Source: an optimization exercise on an open RTL-to-GDS flow (aim: a short achievable clock period and few clock cycles). Production flows keep margins and buffers that such runs may drop.
Only simulation tests tie the RTL to the original design; equivalence was not proved.
No driver is modelled on the clock port, so clock power and skew are understated where the tree is cut down; a real chip needs a root buffer or a tree.
No activity file was given, so power comes from the tool's default toggle rates.

==> flow/design.v (excerpt) <==
module RISC_16_top(
    input clk,
    input rst,
    output [5:0] instruction_addr,
    input [16:0] instruction,
    output [7:0] mem_addr,
    output [7:0] mem_wdata,
    output mem_we,
    input [7:0] mem_rdata,
    output halted,
    output [7:0] r4_out,   
    output [7:0] r8_out    
);
    function [15:0] onehot;
        input [3:0] x;
        begin
            onehot = 16'd1 << x;
        end
    endfunction
    function [7:0] reset_value;
        input [3:0] idx;
        begin
            case (idx)
                4'd1, 4'd2, 4'd7: reset_value = 8'd1;
                4'd6, 4'd8, 4'd9, 4'd10: reset_value = 8'd0;
                4'd11: reset_value = 8'd4;
                default: reset_value = 8'd5;
            endcase
        end
    endfunction
    function [7:0] fast_add;
        input [7:0] a, b;
        input cin;
        reg [7:0] p, g, gg, pp, g1, p1;
        integer n, d;
        begin
            p = a ^ b;
            g = a & b;
            g[0] = g[0] | (p[0] & cin);
            gg = g;
            pp = p;
            for (d = 1; d < 8; d = d * 2) begin
                g1 = gg;
  ...
clock: 10.0 ns
lec_check: 0
abc_clock_period_in_ps: 2000
cap_margin: 20
core_margin: 2
core_utilization: 60
place_density: 0.75
slew_margin: 20
standard.sh (not shown) runs the stock make flow with config.mk's settings and CLKGATE_MAP_FILE= SYNTH_SCRIPT=/design/flow/synth_recipe.tcl, a recipe that flattens the netlist after the stock synthesis.
==> flow/flow/run.sh <==
#!/bin/bash
# Layout: the standard flow (standard.sh), with the standard synthesis
# unchanged, except:
#  - ports are buffered with buf_4 cells instead of the default delay
#    buffer, and the resizer may change a cell's footprint;
#  - timing repair aims for extra setup margin;
#  - the clock tree is built by flow/cts.tcl instead of TritonCTS: the clock
#    port drives one root buffer per column of flip-flop groups, each root
#    drives the leaf buffers of its column, each leaf drives one group
#    (balanced, about 22 flip-flops); then the same repair as ORFS's CTS.
set -euo pipefail
KNOBS=(MATCH_CELL_FOOTPRINT=0 "BUFFER_PORTS_ARGS=-buffer_cell sky130_fd_sc_hd__buf_4" SETUP_SLACK_MARGIN=7.5)
bash standard.sh synth > synth.log 2>&1
bash standard.sh "${KNOBS[@]}" place > place.log 2>&1
RES=orfs/results/sky130hd/RISC_16_top/base
RES=$RES OUT_DIR=$RES MARGIN=7.5 PER_LEAF=22 \
    openroad -no_init -exit flow/cts.tcl > cts.log 2>&1
bash standard.sh "${KNOBS[@]}" finish > layout.log 2>&1
Other scripts of this flow, unchanged in this note and not shown: flow/flow/cts.tcl
Testbench counts at the start, summed over its fixed seeds: cycles 49,828.
Edit:
--- a/flow/design.v
+++ b/flow/design.v
@@ -337,19 +337,18 @@
                 pp = p1;
             end
             fast_add = p ^ {gg[6:0], cin};
         end
     endfunction
     reg [5:0]  f_pc;        
     reg [5:0]  d_pc;
     reg        d_v;         
     reg        d_pt;        
-    reg        boot;        
     reg        sk_v;
     reg [16:0] sk_w;
     reg [5:0]  sk_pc;
     reg        sk_pt;
     reg        d1_v;
     reg [5:0]  d1_pc;
     reg        d1_pt;
     reg [3:0]  d1_a, d1_b, d1_d;
     reg        d1_add, d1_sub, d1_and, d1_or, d1_xor, d1_srl, d1_sll;
@@ -469,28 +468,27 @@
                 f_pc <= {2'b00, d1_d};
             else if (d1_fix)
                 f_pc <= d1_pc + 6'd1;
             else if (refetch)
                 f_pc <= d_pc;
             else
                 f_pc <= f_next;
         end
     end
-    always @(posedge clk) begin
-        boot <= rst;
+    always @(posedge clk or posedge rst) begin
         if (rst) begin
             d_pc <= 6'd1;
-            d_v  <= (f_pc == 6'd1);
+            d_v  <= 1'b0;
             d_pt <= 1'b0;
         end else begin
             d_pc <= f_pc;
             d_pt <= f_bt;
-            d_v  <= ~(frz | kill | refetch) & ~(boot & d_v);
+            d_v  <= ~(frz | kill | refetch);
         end
     end
     always @(posedge clk or posedge rst) begin
         if (rst)
             d1_v <= 1'b0;
         else if (d1_free)
             d1_v <= s_v & ~kill;
     end
     always @(posedge clk or posedge rst) begin
What happened: Routed wire length rose by about 4%. Critical path depth is unchanged. Global-route usage climbs by 0.99 points. Power goes up by about 0.65%. Die area is lower by about 0.6%. Cell count barely changes. Setup slack is better by 0.0061 ns. Area after synthesis is lower by about 0.65%.
Testbench counts after the change, summed over its fixed seeds: cycles 50,308.
In every run of this note, the design's own scripts or RTL, not TritonCTS, make the clock network.

## port drivers added, routing unchanged
The results above use ideal ports. As a check the final layouts listed here were re-extracted and re-timed, cells and wires unchanged. Step 1 sets driving cells, clkbuf_16 on the clock port and buf_2 on the other inputs (assumed; they add their load-dependent delay and slew). Step 2 times the ports against the registers' clock, not the clock port: input delays grow and output delays shrink by t, the midpoint of the rising clock arrivals with the driver on. Slacks: no drivers / after step 1 / after step 2; pairs: no drivers / after step 1.
run	t, ns	setup slack, ns	slew at the worst register clock pin (ns)
the first run	0.450	7.041 / 6.936 / 6.759	0.10 / 0.10
the second run	0.456	7.047 / 6.939 / 6.798	0.11 / 0.11
After both steps setup and hold are still met in every run listed. For the first run, which loses most, drivers alone change the setup slack by -0.105 ns; drivers and shift together by -0.282 ns.
